This design comes from an exercise in tuning for small area on the open sky130 flow, not from production work.
At most, simulation tests tie the RTL to the original design; equivalence was not proved.
Power figures rest on the tool's default switching activity, not on a simulated workload.

before:
Design adder_tree, start of the top module:
module adder_tree (
    input           clk,
    input           rst_n,
    input  [127:0]  s_axis_din_data,
    input           s_axis_din_valid,
    output          s_axis_din_ready,
    output [11:0]   m_axis_dout_data,
    output          m_axis_dout_valid,
    input           m_axis_dout_ready
);
    reg  vld;
    wire ld = ~vld | m_axis_dout_ready;
    assign s_axis_din_ready  = ld;
    assign m_axis_dout_valid = vld;
    always @(posedge clk)
        if (~rst_n) vld <= 1'b0;
        else if (ld) vld <= s_axis_din_valid;
    wire s1;
    wire c2;
    wire s3;
    wire c4;
    wire s5;
    wire c6;
    wire s7;
    wire c8;
    wire s9;
    wire c10;
    wire s11;
    wire c12;
    wire s13;
    wire c14;
    wire s15;
    wire c16;
    wire s17;
    wire c18;
    wire s19;
    wire c20;
    wire s21;
    wire c22;
    wire s23;
    wire c24;
    wire s25;
    wire c26;
    wire s27;
    wire c28;
    wire s29;
    wire c30;
    wire s31;
    wire c32;
    wire s33;
    wire c34;
    wire s35;
    wire c36;
    wire s37;
    wire c38;
    wire s39;
    wire c40;
    wire s41;
    wire c42;
    wire s43;
    wire c44;
    wire s45;
    wire c46;
    wire s47;
    wire c48;
    wire s49;
    wire c50;
    wire s51;
    wire c52;
    wire s53;
    wire c54;
    wire s55;
    wire c56;
    wire s57;
    wire c58;
    wire s59;
    wire c60;
    wire s61;
    wire c62;
    wire s63;
    wire c64;
    wire s65;
    wire c66;
    wire s67;
    wire c68;
    wire s69;
    wire c70;
    wire s71;
    wire c72;
    wire s73;
    wire c74;
    wire s75;
    wire c76;
    wire s77;
    wire c78;
    wire s79;
    wire c80;
    wire s81;
    wire c82;
    wire s83;
    wire c84;
    wire s85;
    wire c86;
    wire s87;
    wire c88;
    wire s89;
    wire c90;
    wire s91;
    wire c92;
    wire s93;
    wire c94;
    wire s95;
    wire c96;
    wire s97;
    wire c98;
    wire s99;
    wire c100;
    wire s101;
    wire c102;
    wire s103;
    wire c104;
    wire s105;
    wire c106;
    wire s107;
    wire c108;
    wire s109;
    wire c110;
    wire s111;
    wire c112;
    wire s113;
    wire c114;
    wire s115;
    wire c116;
    wire s117;
    wire c118;
    wire s119;
    wire c120;
    wire s121;
    wire c122;
    wire s123;
    wire c124;
    wire s125;
    wire c126;
    wire s127;
    wire c128;
    wire s129;
  ...
clock: 3.7 ns
lec_check: 0
cap_margin: 20
core_margin: 2
core_utilization: 65
setup_slack_margin: 0.05
slew_margin: 20
synth_hierarchical: 1
synth_minimum_keep_size: 0
standard.sh (not shown) runs the stock make flow with config.mk's settings and CLKGATE_MAP_FILE= SYNTH_SCRIPT=/design/flow/synth_recipe.tcl, a recipe that flattens the netlist after the stock synthesis.
==> flow/flow/run.sh <==
#!/bin/bash
# Own layout flow: the standard ORFS flow (standard.sh, unchanged
# synthesis), with two layout choices changed:
#  - the port buffers that global placement inserts on every input and output
#    are the smallest buffer, sky130_fd_sc_hd__buf_1, instead of the default
#    pick (a delay cell), and
#  - clock tree synthesis uses small clock buffers and inserts no dummy loads.
# Every tool's full output is kept: make's output in flow_make.log, and each
# ORFS step's log under orfs/logs/.
set -euo pipefail
cd "$(dirname "${BASH_SOURCE[0]}")/.."
CTS_BUFS="${CTS_BUFS:-sky130_fd_sc_hd__clkbuf_4}"
bash standard.sh REMOVE_ABC_BUFFERS=1 \
  "BUFFER_PORTS_ARGS=-buffer_cell sky130_fd_sc_hd__buf_1" \
  "CTS_ARGS=-sink_clustering_enable -repair_clock_nets -dont_use_dummy_load -sink_clustering_size ${CTS_CLUSTER:-10} -buf_list $CTS_BUFS" \
  finish > flow_make.log 2>&1
test -f out/final.def
#### Input delta (after over before)
--- a/flow/design.v
+++ b/flow/design.v
@@ -264,15 +264,14 @@
     wire n247;
     wire s248;
     wire c249;
     wire u250;
     wire u251;
     wire u252;
     wire u253;
-    wire u254;
     reg q0_0;
     reg q1_0;
     reg q2_0;
     reg q3_0;
     reg q3_1;
     reg q4_0;
     reg q4_1;
@@ -430,25 +429,24 @@
     adder_tree_fa u_s228 (.a(c214), .b(n227), .ci(c219), .s(s228), .co(c229));
     assign n230 = ~s228;
     adder_tree_fa u_s231 (.a(c221), .b(n230), .ci(c224), .s(s231), .co(c232));
     adder_tree_ha u_s233 (.a(q3_0), .b(q3_1), .s(s233), .co(c234));
     adder_tree_fa u_s235 (.a(q4_0), .b(q4_1), .ci(c234), .s(s235), .co(c236));
     adder_tree_fa u_s237 (.a(q5_0), .b(q5_1), .ci(c236), .s(s237), .co(c238));
     adder_tree_fa u_s239 (.a(q6_0), .b(q6_1), .ci(c238), .s(s239), .co(c240));
-    adder_tree_ha u_s241 (.a(q7_0), .b(q7_1), .s(s241), .co(c242));
-    adder_tree_fa u_s243 (.a(q8_0), .b(q8_1), .ci(c242), .s(s243), .co(c244));
+    adder_tree_fa u_s241 (.a(q7_0), .b(q7_1), .ci(c240), .s(s241), .co(c242));
+    adder_tree_ha u_s243 (.a(q8_0), .b(q8_1), .s(s243), .co(c244));
     adder_tree_fa u_s245 (.a(q9_0), .b(q9_1), .ci(c244), .s(s245), .co(c246));
     assign n247 = ~q10_0;
     adder_tree_fa u_s248 (.a(n247), .b(q10_1), .ci(c246), .s(s248), .co(c249));
-    assign u250 = s241 ^ (c240);
-    assign u251 = s243 ^ (c240 & s241);
-    assign u252 = s245 ^ (c240 & s241 & s243);
-    assign u253 = s248 ^ (c240 & s241 & s243 & s245);
-    assign u254 = c249 ^ (c240 & s241 & s243 & s245 & s248);
-    assign m_axis_dout_data = {u254, u253, u252, u251, u250, s239, s237, s235, s233, q2_0, q1_0, q0_0} ^ 12'h800;
+    assign u250 = s243 ^ (c242);
+    assign u251 = s245 ^ (c242 & s243);
+    assign u252 = s248 ^ (c242 & s243 & s245);
+    assign u253 = c249 ^ (c242 & s243 & s245 & s248);
+    assign m_axis_dout_data = {u253, u252, u251, u250, s241, s239, s237, s235, s233, q2_0, q1_0, q0_0} ^ 12'h800;
 endmodule
 module adder_tree_fa (input a, input b, input ci, output s, output co);
     assign s  = a ^ b ^ ci;
     assign co = (a & b) | (a & ci) | (b & ci);
 endmodule
 module adder_tree_ha (input a, input b, output s, output co);
     assign s  = a ^ b;
Notes after the runs:
The layout from after, despite a flow that completed every stage, fails the layout checks, with the failing checks listed as negative setup slack.
The initial DRC count in before is 2.0 times that in after.
In the flow results for before and after, the combinational group share of total power is larger on after.
Register fraction of the total cell area across before and after: no real change.
Summary of after over before: post-route worst hold slack has decreased, die area has decreased, synthesized cell count has decreased.
Core occupancy in the finished layout: lower on after
Summary of the comparison: sum of met2 wire segment lengths after detailed routing is lower in after, relative to before.
Worst slew margin relative to its limit: before and after compared, higher one is after
after vs before on global-route usage: after is the lower one.
No functional check of the RTL was part of any run of this note.


Another version of the RTL of adder_tree (not shown whole).
Size in the first run: ~190 cells after synthesis, about 20 flip-flops, roughly 150 I/O pins, roughly 0.0032 mm^2 of cells after synthesis.
export LEC_CHECK = 0
export CAP_MARGIN = 20
export CORE_MARGIN = 2
export CORE_UTILIZATION = 65
export SETUP_SLACK_MARGIN = 0.05
export SLEW_MARGIN = 20
export SYNTH_HIERARCHICAL = 1
export SYNTH_MINIMUM_KEEP_SIZE = 0
create_clock -name core_clock -period 3.7 [get_ports {clk}]
Scripts as last shown in full above: flow/flow/run.sh
Change:
--- a/flow/design.v
+++ b/flow/design.v
@@ -239,22 +239,45 @@
     wire n222;
     wire s223;
     wire c224;
     wire s225;
     wire c226;
     wire n227;
     wire s228;
     wire c229;
     wire n230;
     wire s231;
     wire c232;
+    wire s233;
+    wire c234;
+    wire s235;
+    wire c236;
+    wire s237;
+    wire c238;
+    wire s239;
+    wire c240;
+    wire s241;
+    wire c242;
+    wire s243;
+    wire c244;
+    wire s245;
+    wire c246;
+    wire n247;
+    wire s248;
+    wire c249;
+    wire u250;
+    wire u251;
+    wire u252;
+    wire u253;
+    wire u254;
+    wire u255;
     reg q0_0;
     reg q1_0;
     reg q2_0;
     reg q3_0;
     reg q3_1;
     reg q4_0;
     reg q4_1;
     reg q5_0;
     reg q5_1;
     reg q6_0;
     reg q6_1;
@@ -400,23 +423,36 @@
     assign n215 = ~c188;
     adder_tree_fa u_s216 (.a(n215), .b(c193), .ci(c195), .s(s216), .co(c217));
     adder_tree_fa u_s218 (.a(c190), .b(c197), .ci(s213), .s(s218), .co(c219));
     adder_tree_fa u_s220 (.a(c200), .b(c203), .ci(s216), .s(s220), .co(c221));
     assign n222 = ~s218;
     adder_tree_fa u_s223 (.a(n222), .b(c206), .ci(c208), .s(s223), .co(c224));
     adder_tree_fa u_s225 (.a(s220), .b(c210), .ci(s223), .s(s225), .co(c226));
     assign n227 = ~c217;
     adder_tree_fa u_s228 (.a(c214), .b(n227), .ci(c219), .s(s228), .co(c229));
     assign n230 = ~s228;
     adder_tree_fa u_s231 (.a(c221), .b(n230), .ci(c224), .s(s231), .co(c232));
-    wire [11:0] ra = {1'b0, ~q10_0, q9_0, q8_0, q7_0, q6_0, q5_0, q4_0, q3_0, q2_0, q1_0, q0_0};
-    wire [11:0] rb = {1'b0, q10_1, q9_1, q8_1, q7_1, q6_1, q5_1, q4_1, q3_1, 1'b0, 1'b0, 1'b0};
-    assign m_axis_dout_data = (ra + rb) ^ 12'h800;
+    adder_tree_ha u_s233 (.a(q3_0), .b(q3_1), .s(s233), .co(c234));
+    adder_tree_fa u_s235 (.a(q4_0), .b(q4_1), .ci(c234), .s(s235), .co(c236));
+    adder_tree_fa u_s237 (.a(q5_0), .b(q5_1), .ci(c236), .s(s237), .co(c238));
+    adder_tree_ha u_s239 (.a(q6_0), .b(q6_1), .s(s239), .co(c240));
+    adder_tree_fa u_s241 (.a(q7_0), .b(q7_1), .ci(c240), .s(s241), .co(c242));
+    adder_tree_fa u_s243 (.a(q8_0), .b(q8_1), .ci(c242), .s(s243), .co(c244));
+    adder_tree_fa u_s245 (.a(q9_0), .b(q9_1), .ci(c244), .s(s245), .co(c246));
+    assign n247 = ~q10_0;
+    adder_tree_fa u_s248 (.a(n247), .b(q10_1), .ci(c246), .s(s248), .co(c249));
+    assign u250 = s239 ^ (c238);
+    assign u251 = s241 ^ (c238 & s239);
+    assign u252 = s243 ^ (c238 & s239 & s241);
+    assign u253 = s245 ^ (c238 & s239 & s241 & s243);
+    assign u254 = s248 ^ (c238 & s239 & s241 & s243 & s245);
+    assign u255 = c249 ^ (c238 & s239 & s241 & s243 & s245 & s248);
+    assign m_axis_dout_data = {u255, u254, u253, u252, u251, u250, s237, s235, s233, q2_0, q1_0, q0_0} ^ 12'h800;
 endmodule
 module adder_tree_fa (input a, input b, input ci, output s, output co);
     assign s  = a ^ b ^ ci;
     assign co = (a & b) | (a & ci) | (b & ci);
 endmodule
 module adder_tree_ha (input a, input b, output s, output co);
     assign s  = a ^ b;
     assign co = a & b;
 endmodule
What happened: The changed run finished clean. Via count came out lower by 8.0%. Cell area drops by 2.1%. First-iteration DRC count fell by 47%. Hold slack gains 0.011 ns. Routed wire length shrinks by 6.2%. Combinational power came out lower by about 6%. Utilization decreases by 1.2 points. Setup slack got worse by 0.022 ns. Sequential power rises by about 3%. Power went down by 3.9%. Fmax goes down by 0.61%. Die area shrinks by 0.99%. Critical path depth increases by 1.

## re-timing with driven ports
The results above use ideal ports. As a check the final layouts listed here were re-extracted and re-timed, cells and wires unchanged.
Step 1 (the two cells are an assumption about what drives the block):
set clk [get_ports {clk}]
set_driving_cell -lib_cell sky130_fd_sc_hd__clkbuf_16 $clk
set_driving_cell -lib_cell sky130_fd_sc_hd__buf_2 [delete_from_list [all_inputs] $clk]
Step 2, shift: input delay + t, output delay - t, t = (earliest + latest rising clock arrival at the registers) / 2. This alone moves slack from input paths to output paths.
a / b / c = ideal ports / drivers / drivers and shift; a / b = the first two.
run	shift t [ns]	setup WS [ns]	slew at the worst register clock pin (ns)	worst slew at a driven data input, ns
before	0.314	0.104 / 0.087 / -0.205	0.10 / 0.10	0.04
after	0.313	-0.089 / -0.110 / -0.169	0.10 / 0.10	0.04
the first run of note 2	0.317	0.122 / 0.116 / -0.200	0.11 / 0.11	0.05
the second run of note 2	0.304	0.100 / 0.079 / -0.189	0.10 / 0.10	0.04
With both steps, setup timing fails in before, the first run of note 2 and the second run of note 2, where it was met with ideal ports. The setup slack of the first run of note 2, which loses most, moves by -0.006 ns with the drivers and by -0.322 ns with both steps.
